Source: an optimization exercise on an open RTL-to-GDS flow (aim: small area). Production flows keep margins and buffers that such runs may drop.
In this exercise RTL edits were held to simulation tests only and were not proved equivalent to the original.
Power is estimated from default activity; no workload was simulated.

==> design.v <==
module collisionPipe(evaluateCollision, xBird, yBird, xPipe, yPipe, resetLow, clk, height, width, collisionHappen);
	input evaluateCollision;
	input [7:0] xBird;
	input [6:0] yBird;
	input [7:0] xPipe;
	input [6:0] yPipe;
	input resetLow;
	input [7:0] height;
	input [4:0] width;
	input clk;
	output reg collisionHappen;
	always@(posedge clk)
	if (!resetLow)
		collisionHappen <= 1'b0;
	else
	begin
		if (evaluateCollision)
		begin
			if (collisionHappen == 0)  
			begin
				if (xPipe - 4 <= xBird && xBird <= xPipe + width && yBird <= yPipe + 1)
					collisionHappen <= 1'b1;
				else if (xPipe - 4 <= xBird && xBird <= xPipe + width && yBird >= yPipe + height - 4)
					collisionHappen <= 1'b1;
				else
					collisionHappen <= 1'b0;  
			end
			else
				collisionHappen <= 1'b1;
		end
	end
endmodule
module collisionSurface(evaluateCollision, yBird, resetLow, clk, crashHappen);
	input evaluateCollision;
	input [6:0] yBird;
	input resetLow;
	input clk;
	output reg crashHappen;
	always@(posedge clk)
	if (!resetLow)
		crashHappen <= 1'b0;
	else
	begin
		if (evaluateCollision)
		begin
			if (crashHappen == 0)
			begin
				if (yBird >= 7'd116)
					crashHappen <= 1'b1;
				else
					crashHappen <= 1'b0;
			end
			else
				crashHappen <= 1'b1;
		end
	end
endmodule
module datapath(xInput, yInput, loadDatapath, xOut, yOut, clk, resetLow, colorOut, oldOrCurrent, 
		finishedPrintingSignal, collisionHappened, points);
	input [7:0] xInput;
	input [6:0] yInput;
	input loadDatapath;  
	input clk;
	input resetLow;
	input oldOrCurrent;
	output reg [7:0] points;  
	output reg [7:0] xOut;  
	output reg [6:0] yOut;  
	output reg [2:0] colorOut;
	output reg finishedPrintingSignal;
	output collisionHappened;
	reg [2:0] birdOrPipeOrCoin;  
	reg [7:0] x;
	reg [6:0] y;
	reg [3:0] count;
	reg [7:0] xPipe1;
	reg [6:0] yPipe1;
	reg [7:0] xPipe2;
	reg [6:0] yPipe2;
	reg [7:0] xPipe3;
	reg [6:0] yPipe3;
	reg [4:0] countWidth;
	reg [7:0] countHeight;
	reg checkUpperPipeFinish;  
	reg [2:0] colorBird;
	reg [2:0] colorPipe;
	reg [2:0] colorPoint;
	 reg [2:0] speed;
	wire [7:0] height;
	wire [4:0] width;
	assign height = 8'd40;  
	assign width = 5'd6;  
	reg [4:0] pipeHeightIncrease;
	wire collisionHappened1;
	wire collisionHappened2;
	wire collisionHappened3;
	wire collisionHappened4;
	always @(posedge clk)
	begin
		if (!resetLow)
		begin
			speed <= 3'd1;
		end
		else if (points >= 8'd20)
		begin
			speed <= 3'd3;
		end
		else if (points >= 8'd5)
		begin
			speed <= 3'd2;
		end
	end
	collisionPipe checkPipe1(
		.evaluateCollision(1'b1),
		.xBird(xInput), 
		.yBird(yInput), 
		.xPipe(xPipe1), 
		.yPipe(yPipe1), 
		.clk(clk),
		.resetLow(resetLow), 
		.height(height), 
		.width(width),
		.collisionHappen(collisionHappened1)
		);
	collisionPipe checkPipe2(
		.evaluateCollision(1'b1),
		.xBird(xInput),
		.yBird(yInput),
		.xPipe(xPipe2), 
		.yPipe(yPipe2), 
		.clk(clk),
		.resetLow(resetLow),
		.height(height), 
		.width(width),
		.collisionHappen(collisionHappened2)
		);
	collisionPipe checkPipe3(
		.evaluateCollision(1'b1),
		.xBird(xInput),
		.yBird(yInput),
		.xPipe(xPipe3), 
		.yPipe(yPipe3), 
		.clk(clk),
		.resetLow(resetLow), 
		.height(height),
		.width(width), 
		.collisionHappen(collisionHappened3)
		);
	collisionSurface checkSurface(
		.evaluateCollision(1'b1),
		.yBird(yInput),
		.resetLow(resetLow),
		.clk(clk),
		.crashHappen(collisionHappened_4)
		);
	assign collisionHappened4 = 1'b0;  
	assign collisionHappened = collisionHappened1 | collisionHappened2 | collisionHappened3 | collisionHappened4;
	always @(posedge clk)
	begin
		if (resetLow == 1'b0)
		begin
			x <= 8'd78;
			y <= 7'd58;
			xOut <= 8'd0;
			yOut <= 7'd0;
			xPipe1 <= 8'd135;
			yPipe1 <= 7'd40;
			xPipe2 <= 8'd20;
			yPipe2 <= 7'd60;
			xPipe3 <= 8'd60;
			yPipe3 <= 7'd30;
			points <= 8'd0;
			countWidth <= 5'd0;
			countHeight <= 8'd0;
			checkUpperPipeFinish <= 1'd0;
			colorBird <= 3'd0;
			colorPipe <= 3'd0;
			colorPoint <= 3'd0;
			birdOrPipeOrCoin <= 3'd0;
			count <= 4'd0;  
			finishedPrintingSignal <= 1'd0;
			colorOut <= 3'd0;
		end
		else if (loadDatapath == 1'b1)
		begin
				x <= xInput;
				xOut <= xInput;
				y <= yInput;
				xOut <= yInput;
				count <= 4'b0000;
				finishedPrintingSignal <= 1'b0;
				birdOrPipeOrCoin <= 1'b0;
				if (oldOrCurrent == 1'b1)
					if (xPipe1 - speed >= 8'd160)  
					begin
						xPipe1 <= 8'd160 ;
						yPipe1 <= 7'd30 + pipeHeightIncrease;  
					end
					else
					begin
						if (!collisionHappened)  
						begin
							if (xPipe1 + width >= 8'd78 && xPipe1 + width - speed < 8'd78)  
								points <= points + 1;
							xPipe1 <= xPipe1 - speed;  
						end
						else
							xPipe1 <= xPipe1;  
					end
				else
					xPipe1 <= xPipe1;
				if (oldOrCurrent == 1'b1)
					if (xPipe2 - speed >= 8'd160)
					begin
						xPipe2 <= 8'd160;
						yPipe2 <= 7'd20 + pipeHeightIncrease;
					end
					else
					begin
						if (!collisionHappened)
						begin
							if (xPipe2 + width >= 8'd78 && xPipe2 + width - speed < 8'd78)
								points <= points + 1;
							xPipe2 <= xPipe2 - speed;
						end
						else
							xPipe2 <= xPipe2;
					end
				else
					xPipe2 <= xPipe2;
				if (oldOrCurrent == 1'b1)
					if (xPipe3 - speed >= 8'd160)
					begin
						xPipe3 <= 8'd160;
						yPipe3 <= 7'd40 + pipeHeightIncrease;
					end
					else
					begin
						if (!collisionHappened)
						begin
							if (xPipe3 + width >= 8'd78 && xPipe3 + width - speed < 8'd78)
								points <= points + 1;
							xPipe3 <= xPipe3 - speed;
						end
						else
							xPipe3 <= xPipe3;
					end
				else
					xPipe3 <= xPipe3;
				xOut <= 8'd0;  
				yOut <= 7'd0;  
				countWidth <= 5'd0;
				countHeight <= 8'd0;
				finishedPrintingSignal <= 1'b0;
				checkUpperPipeFinish <= 1'b0;
				if (oldOrCurrent == 1'b0)
				begin
					colorBird <= 3'b000;
					colorPipe <= 3'b000;
					colorPoint <= 3'b000;
				end
				else
				begin  
					colorBird <= 3'b100;
					colorPipe <= 3'b010;
					colorPoint <= 3'b110;
				end
		end
		else if (birdOrPipeOrCoin == 3'b0)
		begin
			colorOut <= colorBird;
			if (count != 4'b1111)
			begin
				xOut <= x + count[3:2];
				yOut <= y + count[1:0];
				count <= count + 1'b1;
			end
			else
			begin
				xOut <= x + count[3:2];
				yOut <= y + count[1:0];
				birdOrPipeOrCoin <= 3'd1;
			end
		end  
		else if (birdOrPipeOrCoin == 3'd1)
		begin
			colorOut <= colorPipe;
			if (!checkUpperPipeFinish)
			begin
				if (countWidth != (width - 1) || yOut != 0)  
				begin
					if (countWidth < width)
					begin  
						colorOut <= colorPipe;
						xOut <= xPipe1 + countWidth;
						countWidth <= countWidth + 1'b1;
						yOut <= yPipe1 - countHeight;
					end
					else
					begin  
						countWidth <= 0;
						countHeight <= countHeight + 1;
						xOut <= xPipe1;
						yOut <= yPipe1 - countHeight;
					end
				end
				else
				begin  
					xOut <= xPipe1 + countWidth;
					countWidth <= 0;
					countHeight <= height;
					checkUpperPipeFinish <= 1'b1;
				end
			end
			else
			begin
				if (countWidth != (width - 1) || yOut != 119)  
				begin
					if (countWidth < width)
					begin  
						xOut <= xPipe1 + countWidth;
						countWidth <= countWidth + 1'b1;
						yOut <= yPipe1 + countHeight;
					end
					else
					begin  
						countWidth <= 0;
						countHeight <= countHeight + 1;
						xOut <= xPipe1;
						yOut <= yPipe1 + countHeight;
					end
				end
				else
				begin  
					xOut <= xPipe1 + countWidth;
					checkUpperPipeFinish <= 1'b0;
					countWidth <= 5'd0;
					countHeight <= 8'd0;
					count <= 4'b0000;
					if (xPipe1 >= 8'd82)
						birdOrPipeOrCoin <= 3'd4;  
					else
						birdOrPipeOrCoin <= 3'd2;  
				end
			end
		end  
		else if (birdOrPipeOrCoin == 3'd4)
		begin  
			colorOut <= colorPoint;
			if (count != 4'b1111)
			begin
				xOut <= xPipe1 + count[3:2];
				yOut <= yPipe1 + 7'd19 + count[1:0];
				count <= count + 1'b1;
			end
			else
			begin
				xOut <= xPipe1 + count[3:2];
				yOut <= yPipe1 + 7'd19 + count[1:0];
				birdOrPipeOrCoin <= 3'd2;
			end
		end  
		else if (birdOrPipeOrCoin == 3'd2)
		begin
			colorOut <= colorPipe;
			if (!checkUpperPipeFinish)
			begin
				if (countWidth != (width - 1) || yOut != 0)  
				begin
					if (countWidth < width)
					begin  
						colorOut <= colorPipe;
						xOut <= xPipe2 + countWidth;
						countWidth <= countWidth + 1'b1;
						yOut <= yPipe2 - countHeight;
					end
					else
					begin  
						countWidth <= 0;
						countHeight <= countHeight + 1;
						xOut <= xPipe2;
						yOut <= yPipe2 - countHeight;
					end
				end
				else
				begin  
					xOut <= xPipe2 + countWidth;
					countWidth <= 0;
					countHeight <= height;
					checkUpperPipeFinish <= 1'b1;
				end
			end
			else
			begin
				if (countWidth != (width - 1) || yOut != 119)  
				begin
					if (countWidth < width)
					begin  
						xOut <= xPipe2 + countWidth;
						countWidth <= countWidth + 1'b1;
						yOut <= yPipe2 + countHeight;
					end
					else
					begin  
						countWidth <= 0;
						countHeight <= countHeight + 1;
						xOut <= xPipe2;
						yOut <= yPipe2 + countHeight;
					end
				end
				else
				begin  
					xOut <= xPipe2 + countWidth;	
					checkUpperPipeFinish <= 1'b0;
					countWidth <= 5'd0;
					countHeight <= 8'd0;
					count <= 4'b0000;
					if (xPipe2 >= 8'd82)
						birdOrPipeOrCoin <= 3'd5;
					else
						birdOrPipeOrCoin <= 3'd3;
				end
			end
		end 
		else if (birdOrPipeOrCoin == 3'd5)
		begin  
			colorOut <= colorPoint;
			if (count != 4'b1111)
			begin
				xOut <= xPipe2 + count[3:2];
				yOut <= yPipe2 + 7'd19 + count[1:0];
				count <= count + 1'b1;
			end
			else
			begin
				xOut <= xPipe2 + count[3:2];
				yOut <= yPipe2 + 7'd19 + count[1:0];
				birdOrPipeOrCoin <= 3'd3;
			end
		end 
		else if (birdOrPipeOrCoin == 3'd3)
		begin  
			colorOut <= colorPipe;
			if (!checkUpperPipeFinish)
			begin
				if (countWidth != (width - 1) || yOut != 0)  
				begin
					if (countWidth < width)
					begin  
						colorOut <= colorPipe;
						xOut <= xPipe3 + countWidth;
						countWidth <= countWidth + 1'b1;
						yOut <= yPipe3 - countHeight;
					end
					else
					begin  
						countWidth <= 0;
						countHeight <= countHeight + 1;
						xOut <= xPipe3;
						yOut <= yPipe3 - countHeight;
					end
				end
				else
				begin  
					xOut <= xPipe3 + countWidth;
					countWidth <= 0;
					countHeight <= height;
					checkUpperPipeFinish <= 1'b1;
				end
			end
			else
			begin
				if (countWidth != (width - 1) || yOut != 119)  
				begin
					if (countWidth < width)
					begin  
						xOut <= xPipe3 + countWidth;
						countWidth <= countWidth + 1'b1;
						yOut <= yPipe3 + countHeight;
					end
					else
					begin  
						countWidth <= 0;
						countHeight <= countHeight + 1;
						xOut <= xPipe3;
						yOut <= yPipe3 + countHeight;
					end
				end
				else
				begin  
					xOut <= xPipe3 + countWidth;	
					checkUpperPipeFinish <= 1'b0;
					countWidth <= 5'd0;
					countHeight <= 8'd0;
					count <= 4'b0000;
					if (xPipe3 >= 8'd82)
						birdOrPipeOrCoin <= 3'd6;
					else
						finishedPrintingSignal <= 1'b1;
				end
			end
		end  
		else if (birdOrPipeOrCoin == 3'd6)
		begin  
			colorOut <= colorPoint;
			if (count != 4'b1111)
			begin
				xOut <= xPipe3 + count[3:2];
				yOut <= yPipe3 + 7'd19 + count[1:0];
				count <= count + 1'b1;
			end
			else
			begin
				xOut <= xPipe3 + count[3:2];
				yOut <= yPipe3 + 7'd19 + count[1:0];
				finishedPrintingSignal <= 1'b1;
			end
		end  
	end  
	always @(posedge clk)
	begin
		if (!resetLow)
			pipeHeightIncrease <= 5'd0;
		else
			pipeHeightIncrease <= pipeHeightIncrease + 5'd15;
	end
endmodule
module controller(flap, clk, frameactive, resetLow, outputFinish, collisionOccurred, clrCanvasFinish, plotEnable, 
			oldOrCurrent, loadEnableDataPath, dropEnable, clrCanvasScreenEnable, clrCanvasXYOrRetainXYToVGA);
	input flap;
	input frameactive;
	input clk;
	input resetLow;
	input outputFinish;
	input collisionOccurred;
	input clrCanvasFinish;
	output reg plotEnable;
	output reg oldOrCurrent;
	output reg loadEnableDataPath;
	output reg dropEnable;
	output reg clrCanvasScreenEnable;
	output reg clrCanvasXYOrRetainXYToVGA;
   localparam  waitOnFrameDone = 4'd0,  
               eraseSetUp = 4'd1,
					erase = 4'd2,
					nextVisualSetUp = 4'd3,
					nextVisual = 4'd4,
					continuation = 4'd5,
					checkForCollision = 4'd6,
					collisionState = 4'd7,
					clrCanvas = 4'd8,  
					clrCanvasSetUp = 4'd9,  
					initialFrameSetUp = 4'd10,  
					initialFrame = 4'd11,
					waitForFlap = 4'd12;  
	reg [3:0] next_state;
	reg [3:0] current_state;
   always@(*)
   begin: state_table 
           case (current_state) 
					clrCanvasSetUp: 		next_state = clrCanvas;  
					clrCanvas:				next_state = clrCanvasFinish ? initialFrameSetUp : clrCanvas;  
					initialFrameSetUp: 	next_state = initialFrame;  
					initialFrame: 			next_state = outputFinish ? waitForFlap : initialFrame;  
					waitForFlap: 			next_state = flap ? waitForFlap : waitOnFrameDone;  
					waitOnFrameDone: 		next_state = frameactive ? eraseSetUp : waitOnFrameDone;  
					eraseSetUp: 			next_state = erase;  
					erase: 					next_state = outputFinish ? nextVisualSetUp: erase;  
					nextVisualSetUp: 		next_state = nextVisual;  
               nextVisual: 			next_state = outputFinish ? checkForCollision : nextVisual;  
					checkForCollision: 	next_state = collisionOccurred ? collisionState : continuation;  
					continuation: 			next_state = waitOnFrameDone;  
					collisionState: 		next_state = waitOnFrameDone;  
					default:     next_state = waitOnFrameDone;
       endcase
   end  
   always@(posedge clk)
   begin: state_FFs
		if(!resetLow)
			begin
				current_state <= clrCanvasSetUp;
			end
      else
           current_state <= next_state;
   end  
	always @(*)
	begin: enable_signals
		dropEnable = 1'b0;
		clrCanvasScreenEnable = 1'b0;
		clrCanvasXYOrRetainXYToVGA = 1'b1;
		plotEnable = 1'b0;
		loadEnableDataPath = 1'b0;
		oldOrCurrent = 1'b0;
		case (current_state)
			waitOnFrameDone:	plotEnable = 1'b0;
			eraseSetUp: begin  
				loadEnableDataPath = 1'b1; 
				oldOrCurrent = 1'b0;
			end
			erase: begin  
				loadEnableDataPath = 1'b0;
				plotEnable = 1'b1;
			end
			nextVisualSetUp: begin  
				loadEnableDataPath = 1'b1;
				oldOrCurrent = 1'b1;
			end
			nextVisual: begin  
				loadEnableDataPath = 1'b0;
				plotEnable = 1'b1;
			end
			continuation: begin
				dropEnable = 1'b1;  
			end
			collisionState: begin
				dropEnable = 1'b1;  
			end
			clrCanvasSetUp: begin
				clrCanvasScreenEnable = 1'b1;  
				clrCanvasXYOrRetainXYToVGA = 1'b0;  
			end
			clrCanvas: begin  
				clrCanvasScreenEnable = 1'b0;  
				clrCanvasXYOrRetainXYToVGA = 1'b0;
				plotEnable = 1'b1;  
			end
			initialFrameSetUp: begin
				loadEnableDataPath = 1'b1;  
				oldOrCurrent = 1'b1;  
			end
			initialFrame: begin
				loadEnableDataPath = 1'b0;  
				plotEnable = 1'b1;  
			end
		endcase
	end
endmodule
module flapController(flap, flapStateEnabled, clk, resetLow);
	input flap;
	input clk;
	input resetLow;
	output reg flapStateEnabled;  
	reg [4:0] currentState;
	reg [4:0] nextState;
	localparam flapState = 2'd0,  flapStateWait = 2'd1;
	always @(*)
	begin
		case (currentState)
			flapState:			nextState = flapStateWait;
			flapStateWait:  nextState = flap ? flapStateWait : flapState;
			default: 	nextState = flapStateWait;
		endcase
	end
	always @(posedge clk)
   begin: state_FFs
		if(!resetLow)
			begin
				currentState <= flapStateWait;
			end
      else
           currentState <= nextState;
   end
	always @(*)
	begin
		case (currentState)
			flapState: flapStateEnabled = 1'b1;
			flapStateWait: flapStateEnabled = 1'b0;
			default: flapStateEnabled = 1'b0;
		endcase
	end
endmodule
module downForce(dropActionSignal, flapActive, oldOrCurrent, yOut, clk, resetLow);
	input dropActionSignal;  
	input flapActive;
	input clk;
	input resetLow;
	input oldOrCurrent;
	output wire [6:0] yOut;
	reg signed [7:0] currentY;
	reg signed [7:0] oldY;
	reg signed [6:0] directionSpeed;  
	wire [3:0] gravity;
	assign gravity = 4'd1;
	wire [6:0] initialDirectiondirectionSpeed;
	assign yOut = oldOrCurrent ? currentY : oldY;  
	assign initialDirectiondirectionSpeed = 7'd2;
	always @(posedge clk)
	begin
		if (!resetLow)
		begin
			currentY <= 8'd58;
			oldY <= 8'd58;
			directionSpeed <= initialDirectiondirectionSpeed;
		end
		if (flapActive)  
		begin
			directionSpeed <= initialDirectiondirectionSpeed;
			if (dropActionSignal)
			begin
				oldY <= currentY;
				if (currentY - directionSpeed >= 0)
				begin
					currentY <= currentY - initialDirectiondirectionSpeed;
				end
			end
		end	
		else if (dropActionSignal)  
			begin
				if (currentY - directionSpeed >= 0 && currentY - directionSpeed <= 116)  
				begin
					oldY <= currentY;
					currentY <= currentY - directionSpeed;
					directionSpeed <= directionSpeed - gravity;
				end
				else if (currentY - directionSpeed < 0)  
				begin
					if (currentY == 8'd0)
						oldY <= 8'd0;
					else
						oldY <= currentY;
					currentY <= 8'd0;
					directionSpeed <= directionSpeed - gravity;
				end
				else if (currentY - directionSpeed > 116)  
				begin
					if (currentY == 8'd116)
						oldY <= 8'd116;
					else
						oldY <= currentY;
					currentY <= 116;
				end
			end
	end
endmodule
module frameClockCalculator(frameClock, resetLow, frameOut);
	input frameClock;
	input resetLow;
	output frameOut;
	reg [40:0] q;
	always @(posedge frameClock)
	begin
		if (resetLow == 1'b0)
			q <= 0;
		else
		begin
			if (q == 0)
					q <= 4999;  
			else
				q <= q - 1'b1;  
		end
	end
	assign frameOut = (q == 0) ? 1 : 0;
endmodule
module vgaFacilitatorForBlackOrNormalState(sendClearOrRegular, xClear, yClear, colorClear, xRegular, yRegular, colorRegular, xOut, yOut, colorOut);
	input sendClearOrRegular;  
	input [7:0] xClear;
	input [6:0] yClear;
	input [2:0] colorClear;
	input [7:0] xRegular;
	input [6:0] yRegular;
	input [2:0] colorRegular;
	output reg [7:0] xOut;
	output reg [6:0] yOut;
	output reg [2:0] colorOut;
	always @(*)
	begin
		case (sendClearOrRegular)
			1'b0:
			begin
				xOut = xClear;
				yOut = yClear;
				colorOut = colorClear;
			end
			1'b1:
			begin
				xOut = xRegular;
				yOut = yRegular;
				colorOut = colorRegular;
			end
		endcase
	end
endmodule
module blackScreenCalculator(colorIn, enableLoad, xOut, yOut, clk, resetLow, colorOut, signalClearFinish);
	input enableLoad;
	input clk;
	input resetLow;
	input [2:0] colorIn;
	output reg [7:0] xOut;
	output reg [6:0] yOut;
	output reg [2:0] colorOut;
	output reg signalClearFinish;
	reg [7:0] x;
	reg [6:0] y;
	reg [7:0] count_x;
	reg [6:0] count_y;
	always @(posedge clk)
	begin
		if (resetLow == 1'b0)
		begin
			x <= 8'd0;
			y <= 7'd0;
			colorOut <= 3'd0;
		end
		else if (enableLoad == 1'b1)
		begin
			xOut <= x;
			yOut <= y;
			count_x <= 8'd0;
			count_y <= 7'd0;
			signalClearFinish <= 1'b0;
		end
		else	
		begin
			if (count_y != 7'd120)
			begin
				if (count_x != 8'd160)
				begin
					xOut <= x + count_x;
					yOut <= y + count_y;
					count_x <= count_x + 1'd1;
					colorOut <= colorIn;
				end
				else if (count_x == 8'd160)
				begin
					count_x <= 8'd0;
					xOut <= x + count_x;
					yOut <= y + count_y;
					count_y <= count_y + 1'd1;
					colorOut <= colorIn;
				end
			end
			else
			begin
				xOut <= x + count_x;
				yOut <= y + count_y;
				colorOut <= colorOut;
				signalClearFinish <= 1'b1;
			end
		end
	end
endmodule
module flappyBird
	(
		clk,
		resetn,    
		flap_n,    
		x,
		y,
		colour,
		plot,
		HEX0,
		HEX1
	);
	input			clk;
	input			resetn;
	input			flap_n;
	output	[7:0]	x;
	output	[6:0]	y;
	output	[2:0]	colour;
	output			plot;
	output	[6:0]	HEX1;
	output	[6:0]	HEX0;
	wire writeEn;
	assign plot = writeEn;
	wire [7:0] points;  
	wire fm;  
	wire old_cur;  
	wire load_en;  
	wire [6:0] y_out;
	wire printEnd;  
	wire moveEn_ac;  
	wire jumpEn;  
	wire jump_state_achieved;  
	wire is_crash;  
	wire [2:0] colour_clear;
	wire [7:0] x_clear;
	wire [6:0] y_clear;
	wire [2:0] colour_go;
	wire [7:0] x_go;
	wire [6:0] y_go;
	wire clr_go;  
	wire clr_load_en;  
	wire clr_end_signal;  
	assign jumpEn = jump_state_achieved & !is_crash;  
	datapath data1(
		.xInput(8'd78),
		.yInput(y_out),
		.loadDatapath(load_en),
		.clk(clk),
		.resetLow(resetn),
		.oldOrCurrent(old_cur),
		.xOut(x_go),
		.yOut(y_go),
		.colorOut(colour_go),
		.finishedPrintingSignal(printEnd),
		.collisionHappened(is_crash),
		.points(points)
		);
	controller control1(
		.flap(flap_n),
		.frameactive(fm),
		.clk(clk),
		.resetLow(resetn),
		.outputFinish(printEnd),
		.collisionOccurred(is_crash),
		.clrCanvasFinish(clr_end_signal),
		.plotEnable(writeEn),
		.oldOrCurrent(old_cur),
		.loadEnableDataPath(load_en),
		.dropEnable(moveEn_ac),
		.clrCanvasScreenEnable(clr_load_en),
		.clrCanvasXYOrRetainXYToVGA(clr_go)
		);
	flapController control2(
		.flap(flap_n),
		.clk(clk),
		.resetLow(resetn),
		.flapStateEnabled(jump_state_achieved)
		);
	downForce gravity(
		.dropActionSignal(moveEn_ac),
		.flapActive(jumpEn),
		.oldOrCurrent(old_cur),
		.clk(clk),
		.resetLow(resetn),
		.yOut(y_out)
		);
	frameClockCalculator frames1(
		.frameClock(clk),
		.resetLow(resetn),
		.frameOut(fm)
		);
	vgaFacilitatorForBlackOrNormalState vgabOrN(
		.sendClearOrRegular(clr_go),
		.xClear(x_clear),
		.yClear(y_clear),
		.colorClear(colour_clear),
		.xRegular(x_go),
		.yRegular(y_go),
		.colorRegular(colour_go),
		.xOut(x),
		.yOut(y),
		.colorOut(colour)
		);
	blackScreenCalculator blkScreen(
		.colorIn(3'b000),
		.enableLoad(clr_load_en),
		.clk(clk),
		.resetLow(resetn),
		.xOut(x_clear),
		.yOut(y_clear),
		.colorOut(colour_clear),
		.signalClearFinish(clr_end_signal)
		);
	decoder dec0(
		.in(points[3:0]),
		.hex(HEX0)
		);
	decoder dec1(
		.in(points[7:4]),
		.hex(HEX1)
		);
endmodule
module decoder(in, hex);
	input [3:0] in;
   output [6:0] hex;
	assign hex[0] = ~((in[3] | in[2] | in[1] | ~in[0]) & (in[3] | ~in[2] | in[1] | in[0])
		& (~in[3] | ~in[2] | in[1] | ~in[0]) & (~in[3] | in[2] | ~in[1] | ~in[0]));
	assign hex[1] = ~((in[3] | ~in[2] | in[1] | ~in[0]) & (~in[3] | ~in[2] | in[1] | in[0])
		& (~in[3] | ~in[1] | ~in[0]) & (~in[2] | ~in[1] | in[0]));
	assign hex[2] = ~((~in[3] | ~in[2] | in[1] | in[0]) & (in[3] | in[2] | ~in[1] | in[0])
		& (~in[3] | ~in[2] | ~in[1]));
	assign hex[3] = ~((in[3] | ~in[2] | in[1] | in[0]) & (in[3] | in[2] | in[1] | ~in[0])
		& (~in[2] | ~in[1] | ~in[0]) & (~in[3] | in[2] | ~in[1] | in[0]));
	assign hex[4] = ~((in[3] | ~in[2] | in[1]) & (in[2] | in[1] | ~in[0]) & (in[3] | ~in[0]));
	assign hex[5] = ~((~in[3] | ~in[2] | in[1] | ~in[0]) & (in[3] | in[2] | ~in[0])
		& (in[3] | in[2] | ~in[1]) & (in[3] | ~in[1] | ~in[0]));
	assign hex[6] = ~((in[3] | in[2] | in[1]) & (in[3] | ~in[2] | ~in[1] | ~in[0])
		& (~in[3] | ~in[2] | in[1] | in[0]));
endmodule
==> run.sh <==
#!/bin/bash
# synth_recipe.tcl (not shown) runs the flow's synth.tcl, then flattens the netlist and writes it again
# the make line also repeats each setting of config.mk as NAME=value (left out here)
make -C /OpenROAD-flow-scripts/flow DESIGN_CONFIG=/design/flow/config.mk WORK_HOME=/design/flow/orfs CLKGATE_MAP_FILE= SYNTH_SCRIPT=/design/flow/synth_recipe.tcl finish
==> config.mk <==
export PLATFORM = sky130hd
export DESIGN_NAME = flappyBird
export DESIGN_NICKNAME = flappyBird
export VERILOG_FILES = /design/flow/design.v
export SDC_FILE = /design/flow/constraint.sdc
export NUM_CORES = 4
export LEC_CHECK = 0
export CAP_MARGIN = 20
export CORE_MARGIN = 2
export CORE_UTILIZATION = 40
export SLEW_MARGIN = 20
==> constraint.sdc <==
create_clock -name core_clock -period 10.0 [get_ports {clk}]
set_input_delay 2.0000 -clock core_clock [delete_from_list [all_inputs] [get_ports {clk}]]
set_output_delay 2.0000 -clock core_clock [all_outputs]
set_load 0.01 [all_outputs]
==> summary.txt <==
Timing
  • Final min period: between 4 and 5 ns
  • Worst slew margin: 0.343
  • Least-Margin Pin Slew: 0.980 ns
  • Setup violations, final: 0
  • Worst Skew: about 0.010 ns
  • Crit share post-route: 0.444
  • Pins over their slew limit: 0
  • Post-route setup TNS: 0 ns
  • F_max: around 230 MHz
  • Unrepaired setup endpoints after global routing: no
  • Final Hold Fails: 0

Detailed routing
  • Post-Route WL: ~48000 um
  • Routed wire per std cell: 18.2 um
  • Vias/cell: 5.78
  • Pre-antenna DRT Iters: 5
  • Vias post-DR: 15200
  • DR DRC count: 0
  • 1st-iter DRT viols: 1177
  • ANT nets after route: 0

Global routing
  • First-pass GRT wire length: 77400 um
  • Largest net degree at the start of global routing: 44
  • Vias in the first global route: 14400
  • Overflow after GRT: 0
  • Met1 Usage GRT: 0.291
  • Met3 Use GR: 0.0212
  • GRT busiest layer: met2
  • Antenna violations before repair: 0
  • GRT met2 Usage: 0.364
  • GRT Total Usage: 0.216

Setup path
  • Worst Path Arrival: 2.44 ns
  • Flop-to-flop setup slack: 6.03 ns
  • Crit path capture type: primary output
  • Worst setup SP type: flip-flop
  • Reg2reg start: data1.xPipe3[1]
  • R2R cell count: 10
  • Reg2reg end: data1.points[6]
  • Critical path class: flip-flop to primary output
  • Critical path data required time: approximately 8 ns
  • CP max FO: 15

Min path
  • Worst Hold End: control2.currentState[0]
  • Worst hold path cell count: 1
  • HP Start: control2.currentState[0]
  • Hold Path Class: flip-flop to flip-flop

Yosys
  • Ys async rst share: 0
  • YS warnings: 10
  • Seq/Total Area, Yosys: 0.271
  • Avg Inst Size Synth: between 8 and 9 sq um
  • Syn Nets: 2281
  • EDFF count, synth: 32
  • Post-synth top area cell: dfxtp_1
  • #FFs+latches synth: roughly 210
  • Synth Flop Type: dfxtp_1
  • Mapped cell area: 0.0168 sq mm
  • Top post-synthesis cells by area: dfxtp_1 21%, ha_1 12%, edfxtp_1 5.7%
  • Cell count after synthesis: 2094
  • Count of cell types in the netlist: 86
  • Post-synth top area share: 0.214

Floorplan
  • Die height: about 210 um
  • Die X: approximately 210 um
  • Initial Util: 0.403
  • Die ar.: approximately 0.044 sq mm
  • Cell Rows: 75
  • I/O Pins: 36
  • Core Region: approximately 0.042 sq mm

CTS
  • H-tree lvl count: 1
  • CTS sink count: around 210
  • CTS clock-pin slew for the worst setup and hold paths: roughly 0.060 ns
  • # resized after CTS: 0
  • TritonCTS Buffers: 26
  • CTS root buffer: clkbuf_16
  • CTS tree: built
  • Clock Latency Late Sink: between 0.5 and 0.6 ns
  • CTS max path bufs: 3
  • Setup Buffers After CTS: 0
  • Hold Buf Count CTS: 0

Power and ir drop
  • Clock share of power: 0.381
  • Total chip power: 0.00271 W
  • Sw frac: 0.312
  • P_sw: about 0.00085 W
  • Worst ir drop on vdd: between 0.2 and 0.25 mV
  • P_int: approximately 0.0019 W
  • Combinational fraction of design power: 0.225
  • Leakage power: 7.40 nW
  • Power Density: about 150 mW/mm^2
  • Sequential cell fraction of total power: 0.395

Layout
  • Multi-input logic area: between 0.01 and 0.015 sq mm
  • Layout area overhead: 9.87%
  • Layout cells sized above 1: 0.0551
  • Final Net Count: between 2000 and 2500
  • Most frequent cells in the layout: 232 x nor2_1, 180 x dfxtp_1, 164 x ha_1
  • ANT cells: 0
  • Number of fill cells: ~4100
  • Reg area: between 0.004 and 0.005 sq mm
  • Most common library cell in the layout ignoring fill and taps: nor2_1

Status
  • Status: complete, no violations

Placed design
  • Port buffer count: 34
  • GP Congestion: a little over 0.9
  • DP HPWL: between 30000 and 40000 um

Job
  • Max-Cap Viols: 0
final cells by class:
cell class | count | area share
multi-input cells | 1661 | 0.618
flip-flops and latches | 212 | 0.247
clock buffers | 37 | 0.0396
well taps | 539 | 0.0364
inverters | 118 | 0.0239
repair buffers | 47 | 0.0235
clock inverters | 11 | 0.0114
flip-flops by register name, summed over array words and instances (netlist names), 8 cells and up:
| register | cells |
|---|---|
| frames1.q | 41 |
| blkScreen.count_x | 8 |
| blkScreen.xOut | 8 |
| data1.points | 8 |
| data1.xOut | 8 |
| data1.xPipe1 | 8 |
| data1.xPipe2 | 8 |
| data1.xPipe3 | 8 |
| gravity.currentY | 8 |
metal layers:
layer | part of all wire | routed length (um)
met1 | 0.45 | 21700
met2 | 0.46 | 22300
met3 | 0.051 | 2430
met4 | 0.031 | 1500
met5 | 0 | 0
cells by family (layout without fill, tap and decap cells):
logic type                 count (synthesis)  count (layout)  synth area share
and+or+nand+nor                          726             726             0.210
muxes                                     55              55            0.0354
DFF                                      212             212             0.271
buffers and inverters                    221             213            0.0504
xor gates and xnor gates                 161             161            0.0837
adders and majority gates                186             186             0.147
AOI/OAI and AO/OA                        532             532             0.202
other                                      1               1          0.000223
power by group through the flow:
stage	clock [W]	sequential (W)	combinational, W
after global routing	0.00108	0.00109	0.000694
after global placement	0	0.00108	0.000594
after floorplan	0	0.00105	0.000502
after CTS	0.00105	0.00107	0.000614
final	0.00103	0.00107	0.000609
after detailed placement	0	0.00109	0.000608
synthesized netlist by cell type, drive strengths merged, types with 13 or more instances:
cell type and count:
nand4 19, nor2b 44, nor4 20, nor2 232
fa 20, edfxtp 32, mux2i 28, nor3 55
nand2b 32, o22ai 14, and3 15, a31oi 16
o21bai 16, nand2 159, a211oi 24, inv 115
ha 164, a21oi 158, xnor2 97, nand3 69
mux2 26, or4 13, o211ai 32, or3 16
dfxtp 180, buf 16, o21ai 115, a21o 22
xor2 64, o21a 31, clkbuf 87
worst max-delay path, stage by stage, from the launching register on:
cell             delay, ns
dfxtp_1               0.60
inv_1                 0.19
maj3_1                0.36
o32ai_1               0.15
clkdlybuf4s50_1       0.59
through the flow:
stage                     hold WS (ns)  setup WS (ns)  utilization  instance area, sq um  instances
final                            0.431           5.56        0.443                 18500       2625
after global routing             0.452           5.38        0.443                 18500       2625
after CTS                        0.439           5.53        0.443                 18500       2625
after detailed placement         0.423           5.61        0.421                 17600       2577
after global placement           0.408           5.67        0.420                 17600       2577
after floorplan                  0.391           6.19            -                 16800       2094
worst max-delay path by stage:
stage / depth (start not counted) / startpoint / endpoint / slack (ns)
final: 4 / data1.points[1] / HEX0[5] / 5.56
after global routing: 6 / data1.points[2] / HEX0[3] / 5.38
after CTS: 4 / data1.points[0] / HEX0[5] / 5.53
after detailed placement: 5 / resetn / blkScreen.count_y[3] / 5.61
after global placement: 5 / resetn / blkScreen.count_y[0] / 5.67
after floorplan: 5 / resetn / blkScreen.count_y[0] / 6.19

==> port drivers added, routing unchanged <==
Ports are ideal in the flow. The routed layout listed here was re-timed in OpenROAD. Step 1: set_driving_cell puts a clkbuf_16 on clk and a buf_2 on each other input, an assumption about the parent block. Step 2, shift: input delay + t, output delay - t, t = (earliest + latest rising clock arrival at the registers) / 2. This alone moves slack from input paths to output paths. Slacks: ideal / step 1 / step 2; pairs: ideal / step 1.
t, ns: 0.595
slack for setup (ns): 5.561 / 5.510 / 5.581
hold slack, ns: 0.431 / 0.431 / 0.431
worst setup path after step 2: input to register
pins driven straight from the clock port: 1
After both steps this run still meets setup and hold. For this run, drivers alone change the setup slack by -0.051 ns; drivers and shift together by +0.020 ns.
